This is an optimization exercise on Yosys and OpenROAD, whose aim is small area, a short achievable clock period and few clock cycles, not a production implementation.
Where RTL was checked, it was by simulation tests only, not by an equivalence proof against the original.
Power and IR drop assume default switching activity.

==> flow/design.v (excerpt) <==
module Top(
    input                           sys_clk     ,
    input                           sys_rst_n   ,
    input                           trig        ,
    output  reg                     vld         ,
    input                   [9:0]   data_in     ,
    output  wire    signed  [12:0]  sin_out     ,
    output  wire    signed  [12:0]  cos_out
);
Size in the first run: about 650 cells after synthesis, roughly 40 I/O pins.
Settings: LEC_CHECK=0, ABC_AREA=1, CAP_MARGIN=20, CORE_MARGIN=2, CORE_UTILIZATION=40, SLEW_MARGIN=20, SYNTH_MEMORY_MAX_BITS=32768; clock period 10.0 ns.
standard.sh (not shown) runs the stock make flow with config.mk's settings and CLKGATE_MAP_FILE= SYNTH_SCRIPT=/design/flow/synth_recipe.tcl, a recipe that flattens the netlist after the stock synthesis.
==> flow/flow/run.sh <==
#!/bin/bash
# The standard layout (standard.sh) with one added step and three settings:
#  - after the standard synthesis, the combinational logic between the standard
#    synthesis's flip-flops is mapped again by ABC for area (remap.script); the
#    flip-flops, their names and cell types are left as they are;
#  - synthesis maps no adder cells (ADDER_MAP_FILE empty);
#  - port buffers are buf_2 instead of the delay buffer buffer_ports picks;
#  - timing repair aims for SETUP_SLACK_MARGIN ns of setup slack.
# The clock period and constraints are the standard flow's. Each tool's output goes to a log here.
set -euo pipefail
W=$(pwd)
R=$W/orfs/results/$FLOW_PLATFORM/Top/base
P=$FLOW_HOME/platforms/$FLOW_PLATFORM
LIB=$P/lib/sky130_fd_sc_hd__tt_025C_1v80.lib
VARS=(ADDER_MAP_FILE= "BUFFER_PORTS_ARGS=-buffer_cell sky130_fd_sc_hd__buf_2" SETUP_SLACK_MARGIN=7.12)

bash standard.sh "${VARS[@]}" synth > synth.log 2>&1

cp "$R/1_2_yosys.v" "$W/standard_1_2_yosys.v"
python3 flow/split_lib.py "$LIB" "$P/config.mk" remap_comb.lib remap_seq.lib remap_dont_use.txt > split_lib.log 2>&1
cat > remap.ys <<EOT
read_liberty -lib remap_seq.lib
read_liberty -ignore_miss_func remap_comb.lib
read_verilog -defer $W/standard_1_2_yosys.v
hierarchy -top $FLOW_TOP
flatten
rename -hide w:*.*
opt_clean -purge
abc -liberty $LIB $(cat remap_dont_use.txt) -script $W/flow/remap.script
opt_clean -purge
hilomap -singleton -hicell sky130_fd_sc_hd__conb_1 HI -locell sky130_fd_sc_hd__conb_1 LO
splitnets
opt_clean -purge
insbuf -buf sky130_fd_sc_hd__buf_4 A X
stat -liberty $LIB
write_verilog -noattr -nohex -nodec $R/1_2_yosys.v
EOT
yosys -l remap.log -q remap.ys > /dev/null 2>&1
rm -f "$R/1_synth.odb" "$R/1_synth.sdc"

bash standard.sh "${VARS[@]}" finish > layout.log 2>&1
rm -f remap_comb.lib remap_seq.lib
Other scripts of this flow, unchanged in this note and not shown: flow/flow/remap.script, flow/flow/split_lib.py
Change:
--- a/flow/flow/run.sh
+++ b/flow/flow/run.sh
@@ -13,5 +13,5 @@
 P=$FLOW_HOME/platforms/$FLOW_PLATFORM
 LIB=$P/lib/sky130_fd_sc_hd__tt_025C_1v80.lib
-VARS=(ADDER_MAP_FILE= "BUFFER_PORTS_ARGS=-buffer_cell sky130_fd_sc_hd__buf_2" SETUP_SLACK_MARGIN=7.12)
+VARS=(ADDER_MAP_FILE= "BUFFER_PORTS_ARGS=-buffer_cell sky130_fd_sc_hd__buf_2" SETUP_SLACK_MARGIN=7.2)
 
 bash standard.sh "${VARS[@]}" synth > synth.log 2>&1
What happened:
- The new run completed without violations
- cell count climbs by 0.37%
- sequential share of layout area drops by 0.28 points
- via count stays flat
- synthesized area does not change
- worst hold slack hardly moves
No functional check of the RTL was part of any run of this note.

Setup of run A:
Top, a different RTL version from the one above (not shown whole).
For scale: ~750 cells after synthesis, roughly 39 flip-flops, about 40 I/O pins.
==> flow/design.v (excerpt) <==
module Top(
    input                           sys_clk     ,
    input                           sys_rst_n   ,
    input                           trig        ,
    output  reg                     vld         ,
    input                   [9:0]   data_in     ,
    output  wire    signed  [12:0]  sin_out     ,
    output  wire    signed  [12:0]  cos_out
);
wire [7:0] r = data_in[7:0];
reg  [7:0] w;        
reg        sw;       
reg        s_neg;
reg        c_neg;
reg        busy;
always @(posedge sys_clk) begin
    w     <= r[7] ? (8'd0 - r) : r;
    sw    <= data_in[8] ^ data_in[7];
    s_neg <= data_in[9];
    c_neg <= data_in[9] ^ data_in[8];
end
always @(posedge sys_clk or negedge sys_rst_n) begin
    if (~sys_rst_n) begin
        busy <= 1'b0;
        vld  <= 1'b0;
    end
    else begin
        busy <= trig;
        vld  <= busy;
    end
end
wire [10:0] s_t;
wire [11:0] c_t;
sc_tab tab (.a(w[6:0]), .s(s_t), .c(c_t));
wire [10:0] s_w = w[7] ? 11'd1448 : s_t;
wire [11:0] c_w = w[7] ? 12'd1448 : c_t;
wire        fix = sw && (w == 8'd108);
wire [11:0] s_mag = sw ? c_w : {1'b0, s_w};
wire [11:0] c_mag = sw ? (fix ? 12'd1259 : {1'b0, s_w}) : c_w;
reg [12:0] s_r, c_r;
always @(posedge sys_clk) begin
    s_r <= s_neg ? -{1'b0, s_mag} : {1'b0, s_mag};
    c_r <= c_neg ? -{1'b0, c_mag} : {1'b0, c_mag};
end
assign sin_out = s_r;
assign cos_out = c_r;
endmodule
Settings: LEC_CHECK=0, ABC_AREA=1, CAP_MARGIN=20, CORE_MARGIN=2, CORE_UTILIZATION=40, SLEW_MARGIN=20, SYNTH_MEMORY_MAX_BITS=32768; clock period 10.0 ns.
run.sh (not shown) runs the stock make flow with config.mk's settings and CLKGATE_MAP_FILE= SYNTH_SCRIPT=/design/flow/synth_recipe.tcl, a recipe that flattens the netlist after the stock synthesis.
Stock flow here: none of the scripts above is used.
Relative to run A, the following input files were edited for run B:
- a deleted ABC_AREA that had been 1
==> notes.md <==
Having completed the whole flow, run B delivered a layout that passed the timing, DRC and antenna checks.
Compared with run A, in run B global-route wire length before repair saw a decrease; sequential fraction of the synthesis area ~0 delta; xor/xnor share of the synthesized area now sits higher; power dropped 15 uW.
Run B vs run A: power density over the cells down slightly
Relative to run B, the following input files were edited for run C:
- putting ABC_AREA at 1 where nothing was set
==> flow/flow/run.sh (new file) <==
#!/bin/bash
# The standard layout, with faster port buffers and timing repair aimed 6.5 ns below the clock period.
set -euo pipefail
bash standard.sh "BUFFER_PORTS_ARGS=-buffer_cell sky130_fd_sc_hd__buf_2" SETUP_SLACK_MARGIN=6.5 finish > standard_flow.log 2>&1
==> flow/standard.sh (new file) <==
#!/bin/bash
# synth_recipe.tcl (not shown) runs the flow's synth.tcl, then flattens the netlist and writes it again
# the make line also repeats each setting of config.mk as NAME=value (left out here)
make -C /OpenROAD-flow-scripts/flow DESIGN_CONFIG=/design/flow/config.mk WORK_HOME=/design/flow/orfs CLKGATE_MAP_FILE= SYNTH_SCRIPT=/design/flow/synth_recipe.tcl "${@:-finish}"
removed: flow/run.sh
Notes after the runs:
- Comparing run B and run C, the lower share of final layout cell area taken by clock buffers and inverters was measured on run C.
- Synthesized area: run C better than run B
- Run C vs run B, most common cell after layout, fill and taps aside: sky130_fd_sc_hd__nand2_1 vs sky130_fd_sc_hd__nor2_1
- Compared with run B, run C shows a lower clock power share.
No functional check of the RTL was part of any run of this note.

== build 15 ==
Top, a different RTL version from the one above (not shown whole).
For scale: ~630 cells after synthesis, about 40 I/O pins, roughly 0.0039 mm^2 of cells after synthesis.
==> flow/config.mk <==
export PLATFORM = sky130hd
export DESIGN_NAME = Top
export DESIGN_NICKNAME = Top
export VERILOG_FILES = /design/flow/design.v
export SDC_FILE = /design/flow/constraint.sdc
export NUM_CORES = 4
export LEC_CHECK = 0
export ABC_AREA = 1
export CAP_MARGIN = 20
export CORE_MARGIN = 2
export CORE_UTILIZATION = 40
export SLEW_MARGIN = 20
export SYNTH_MEMORY_MAX_BITS = 32768
==> flow/constraint.sdc <==
create_clock -name core_clock -period 10.0 [get_ports {sys_clk}]
set_input_delay 2.0000 -clock core_clock [delete_from_list [all_inputs] [get_ports {sys_clk}]]
set_output_delay 2.0000 -clock core_clock [all_outputs]
set_load 0.01 [all_outputs]
standard.sh (not shown) runs the stock make flow with config.mk's settings and CLKGATE_MAP_FILE= SYNTH_SCRIPT=/design/flow/synth_recipe.tcl, a recipe that flattens the netlist after the stock synthesis.
==> flow/flow/run.sh <==
#!/bin/bash
# The standard layout (standard.sh), with three changes: synthesis maps no adder
# cells (ADDER_MAP_FILE empty, so ABC maps that logic with the rest), port buffers are
# buf_2 instead of the delay buffer buffer_ports picks by default, and timing repair
# aims for 7.4 ns of setup slack. The clock period and constraints are the standard flow's.
set -euo pipefail
bash standard.sh ADDER_MAP_FILE= "BUFFER_PORTS_ARGS=-buffer_cell sky130_fd_sc_hd__buf_2" SETUP_SLACK_MARGIN=7.4  finish > standard_flow.log 2>&1
> inputs changed (build 15 -> build 69)
==> flow/flow/run.sh <==
#!/bin/bash
# The standard layout (standard.sh), with three changes: synthesis maps no adder
# cells (ADDER_MAP_FILE empty, so ABC maps that logic with the rest), port buffers are
# buf_2 instead of the delay buffer buffer_ports picks by default, and timing repair
# aims for 6.0 ns of setup slack. The clock period and constraints are the standard flow's.
set -euo pipefail
bash standard.sh ADDER_MAP_FILE= "BUFFER_PORTS_ARGS=-buffer_cell sky130_fd_sc_hd__buf_2" SETUP_SLACK_MARGIN=6.0  finish > standard_flow.log 2>&1
--- outcome ---
Cell count after placement: build 15 vs build 69 — no meaningful difference. Relative to build 15, worst-case hold slack has gone down in build 69. Summary of build 69 over build 15: total sequential power has decreased, via count now smaller, pre-CTS setup slack saw an increase, area overhead of the layout relative to synthesis fell 59 points, first-iteration DRC count lost about 37%. Number of cells on the critical path was lower in build 15 than in build 69.
Edits applied to the flow inputs when going from build 69 to build 7:
==> flow/flow/run.sh <==
#!/bin/bash
# The standard layout (standard.sh), with three changes: synthesis maps no adder
# cells (ADDER_MAP_FILE empty, so ABC maps that logic with the rest), port buffers are
# buf_2 instead of the delay buffer buffer_ports picks by default, and timing repair
# aims for 6.6 ns of setup slack. The clock period and constraints are the standard flow's.
set -euo pipefail
bash standard.sh ADDER_MAP_FILE= "BUFFER_PORTS_ARGS=-buffer_cell sky130_fd_sc_hd__buf_2" SETUP_SLACK_MARGIN=6.6  finish > standard_flow.log 2>&1
Looking at sequential share of layout area, build 7 sits 0.36 points lower than build 69 does.
Summary of build 7 over build 69: post-route DRC violation count neither gained nor lost much; synthesis-to-layout area growth picked up an extra 3.5 points; proportion of power drawn by combinational gates picked up an extra 0.6 points; via count picked up an extra 1.9%.
Multi-input logic portion of the cell area (higher): build 69
Time the final worst path needs with I/O delays and setup came out lower on build 7 than on build 69.
Setup slack: build 7 more than build 69
Build 69 vs build 7, critical path startpoint: w[0] vs cn_r
No run of this note included a check of the RTL's function; only the layout flow was run.

== job 101 ==
Top, a different RTL version from the one above (not shown whole).
Size in the first run: ~660 cells after synthesis, ~40 I/O pins, roughly 3600 um2 of cells after synthesis.
==> flow/config.mk <==
export PLATFORM = sky130hd
export DESIGN_NAME = Top
export DESIGN_NICKNAME = Top
export VERILOG_FILES = /design/flow/design.v
export SDC_FILE = /design/flow/constraint.sdc
export NUM_CORES = 4
export LEC_CHECK = 0
export ABC_AREA = 1
export CAP_MARGIN = 20
export CORE_MARGIN = 2
export CORE_UTILIZATION = 40
export SLEW_MARGIN = 20
export SYNTH_MEMORY_MAX_BITS = 32768
==> flow/constraint.sdc <==
create_clock -name core_clock -period 10.0 [get_ports {sys_clk}]
set_input_delay 2.0000 -clock core_clock [delete_from_list [all_inputs] [get_ports {sys_clk}]]
set_output_delay 2.0000 -clock core_clock [all_outputs]
set_load 0.01 [all_outputs]
==> flow/flow/run.sh <==
#!/bin/bash
# The standard layout (standard.sh) with one added step and three settings:
#  - after the standard synthesis, the combinational logic between the standard
#    synthesis's flip-flops is mapped again by ABC for area (remap.script); the
#    flip-flops, their names and cell types are left as they are;
#  - synthesis maps no adder cells (ADDER_MAP_FILE empty);
#  - port buffers are buf_2 instead of the delay buffer buffer_ports picks;
#  - timing repair aims for SETUP_SLACK_MARGIN ns of setup slack.
# The clock period and constraints are the standard flow's. Each tool's output goes to a log here.
set -euo pipefail
W=$(pwd)
R=$W/orfs/results/$FLOW_PLATFORM/Top/base
P=$FLOW_HOME/platforms/$FLOW_PLATFORM
LIB=$P/lib/sky130_fd_sc_hd__tt_025C_1v80.lib
VARS=(ADDER_MAP_FILE= "BUFFER_PORTS_ARGS=-buffer_cell sky130_fd_sc_hd__buf_2" SETUP_SLACK_MARGIN=7.12)

bash standard.sh "${VARS[@]}" synth > synth.log 2>&1

cp "$R/1_2_yosys.v" "$W/standard_1_2_yosys.v"
python3 flow/split_lib.py "$LIB" "$P/config.mk" remap_comb.lib remap_seq.lib remap_dont_use.txt > split_lib.log 2>&1
cat > remap.ys <<EOT
read_liberty -lib remap_seq.lib
read_liberty -ignore_miss_func remap_comb.lib
read_verilog -defer $W/standard_1_2_yosys.v
hierarchy -top $FLOW_TOP
flatten
rename -hide w:*.*
opt_clean -purge
abc -liberty $LIB $(cat remap_dont_use.txt) -script $W/flow/remap.script
opt_clean -purge
hilomap -singleton -hicell sky130_fd_sc_hd__conb_1 HI -locell sky130_fd_sc_hd__conb_1 LO
splitnets
opt_clean -purge
insbuf -buf sky130_fd_sc_hd__buf_4 A X
stat -liberty $LIB
write_verilog -noattr -nohex -nodec $R/1_2_yosys.v
EOT
yosys -l remap.log -q remap.ys > /dev/null 2>&1
rm -f "$R/1_synth.odb" "$R/1_synth.sdc"

bash standard.sh "${VARS[@]}" finish > layout.log 2>&1
rm -f remap_comb.lib remap_seq.lib
==> flow/flow/remap.script <==
strash
dch
map -B 0.9
topo
stime -c
buffer -c
upsize -c -D 1700
dnsize -c -D 1700
Other scripts of this flow, unchanged in this note and not shown: flow/flow/split_lib.py
Job 101 finished all stages; the layout is clean.
Testbench counts of job 101, summed over its fixed seeds: cycles 4,800.
--- input diff job 101..job 102 ---
--- a/flow/flow/run.sh
+++ b/flow/flow/run.sh
@@ -15 +15 @@
-VARS=(ADDER_MAP_FILE= "BUFFER_PORTS_ARGS=-buffer_cell sky130_fd_sc_hd__buf_2" SETUP_SLACK_MARGIN=7.12)
+VARS=(ADDER_MAP_FILE= "BUFFER_PORTS_ARGS=-buffer_cell sky130_fd_sc_hd__buf_2" SETUP_SLACK_MARGIN=7.2)
[summary]
- On achievable frequency, job 102 tracks job 101 almost exactly.
- Job 102 reports a higher measured slew at the worst slew-check pin than job 101 does.
- Final critical-path share of the clock period of job 101 is on par with job 102.
Relative to job 102, the following input files were edited for job 103:
==> flow/flow/remap.script <==
strash
dch
map -B 0.9
topo
stime -c
buffer -c
upsize -c -D 1400
dnsize -c -D 1400
[summary]
- Job 103 vs job 102: via count of the first global-routing pass up by a few percent
- Row post-place instance area: job 103 higher / job 102 lower
- The setup skew after layout of job 103 and that of job 102 are within noise of each other.
> inputs changed (job 103 -> job 104)
--- a/flow/flow/run.sh
+++ b/flow/flow/run.sh
@@ -15 +15 @@
-VARS=(ADDER_MAP_FILE= "BUFFER_PORTS_ARGS=-buffer_cell sky130_fd_sc_hd__buf_2" SETUP_SLACK_MARGIN=7.2)
+VARS=(ADDER_MAP_FILE= "BUFFER_PORTS_ARGS=-buffer_cell sky130_fd_sc_hd__buf_2" SETUP_SLACK_MARGIN=7.12 "CTS_ARGS=-root_buf sky130_fd_sc_hd__clkbuf_16 -buf_list sky130_fd_sc_hd__clkbuf_16 -sink_clustering_size 50 -sink_clustering_max_diameter 500 -repair_clock_nets -dont_use_dummy_load")
==> flow/flow/remap.script <==
strash
dch
map -B 0.9
topo
stime -c
buffer -c
upsize -c -D 1500
dnsize -c -D 1500
[summary]
Job 104 vs job 103, via count of the first global-routing pass went down by about 0.9%. Job 104 vs. job 103: final design area excluding fillers went down by 330 um2, first-iteration DRC count went up by 154, sequential cell fraction of total power went up by 0.8 points, peak ir drop on the vdd network went down by 0.0084 mV. Across both runs, count of inserted tapcells was lower for job 104 than for job 103. Against job 103 as the reference, job 104 delivers a higher number of vias per cell. Of job 104 and job 103, the higher count of filler cells inserted in the layout belongs to job 103.
[inputs] job 105 vs job 104
--- a/flow/flow/run.sh
+++ b/flow/flow/run.sh
@@ -15 +15 @@
-VARS=(ADDER_MAP_FILE= "BUFFER_PORTS_ARGS=-buffer_cell sky130_fd_sc_hd__buf_2" SETUP_SLACK_MARGIN=7.12 "CTS_ARGS=-root_buf sky130_fd_sc_hd__clkbuf_16 -buf_list sky130_fd_sc_hd__clkbuf_16 -sink_clustering_size 50 -sink_clustering_max_diameter 500 -repair_clock_nets -dont_use_dummy_load")
+VARS=(ADDER_MAP_FILE= "BUFFER_PORTS_ARGS=-buffer_cell sky130_fd_sc_hd__buf_2" SETUP_SLACK_MARGIN=7.2)
==> notes.md <==
The number of cells upsized or downsized after cts number comes out lower for job 104 vs job 105. The lower logic depth of the worst register-to-register path of job 105 and job 104 is in job 104. Compared with job 104, job 105 shows a number of non-filler instances in the completed layout that is 11 higher.

==> afterwards: timing with drivers on the ports <==
The results above use ideal ports. As a check the final layouts listed here were re-extracted and re-timed, cells and wires unchanged.
Step 1: set_driving_cell puts a clkbuf_16 on sys_clk and a buf_2 on each other input, an assumption about the parent block.
Step 2 moves the port delays by t, midway between the first and last clock arrival at a register: inputs arrive t later, outputs are due t later. That takes back most of the time a late clock gives input paths.
Three values: no drivers, after step 1, after step 2; two values: the first two.
run | t (ns) | setup WS [ns] | worst hold slack (ns) | worst setup path after step 2
the first run of note 1 | 0.319 | 7.097 / 7.086 / 6.768 | 0.358 / 0.358 / 0.358 | input to register
the second run of note 1 | 0.319 | 7.219 / 7.189 / 6.893 | 0.358 / 0.358 / 0.358 | input to register
run A | 0.317 | 5.584 / 5.584 / 5.584 | 0.349 / 0.349 / 0.349 | register to register
run B | 0.316 | 4.916 / 4.916 / 4.916 | 0.354 / 0.354 / 0.354 | register to register
run C | 0.319 | 6.585 / 6.585 / 6.585 | 0.347 / 0.347 / 0.347 | register to register
build 15 | 0.318 | 6.837 / 6.807 / 6.860 | 0.368 / 0.368 / 0.368 | register to register
build 69 | 0.319 | 6.280 / 6.280 / 6.280 | 0.359 / 0.359 / 0.359 | register to register
build 7 | 0.320 | 6.741 / 6.715 / 6.748 | 0.359 / 0.359 / 0.359 | register to register
job 101 | 0.314 | 7.218 / 7.192 / 7.025 | 0.355 / 0.355 / 0.355 | input to register
job 102 | 0.315 | 7.218 / 7.191 / 7.024 | 0.355 / 0.355 / 0.355 | input to register
job 103 | 0.324 | 7.204 / 7.174 / 7.113 | 0.356 / 0.356 / 0.356 | input to register
job 104 | 0.318 | 7.229 / 7.192 / 7.086 | 0.356 / 0.356 / 0.356 | input to register
job 105 | 0.329 | 7.207 / 7.175 / 7.095 | 0.361 / 0.361 / 0.361 | input to register
After both steps setup and hold are still met in every run listed. For the first run of note 1, which loses most, drivers alone change the setup slack by -0.011 ns; drivers and shift together by -0.329 ns.
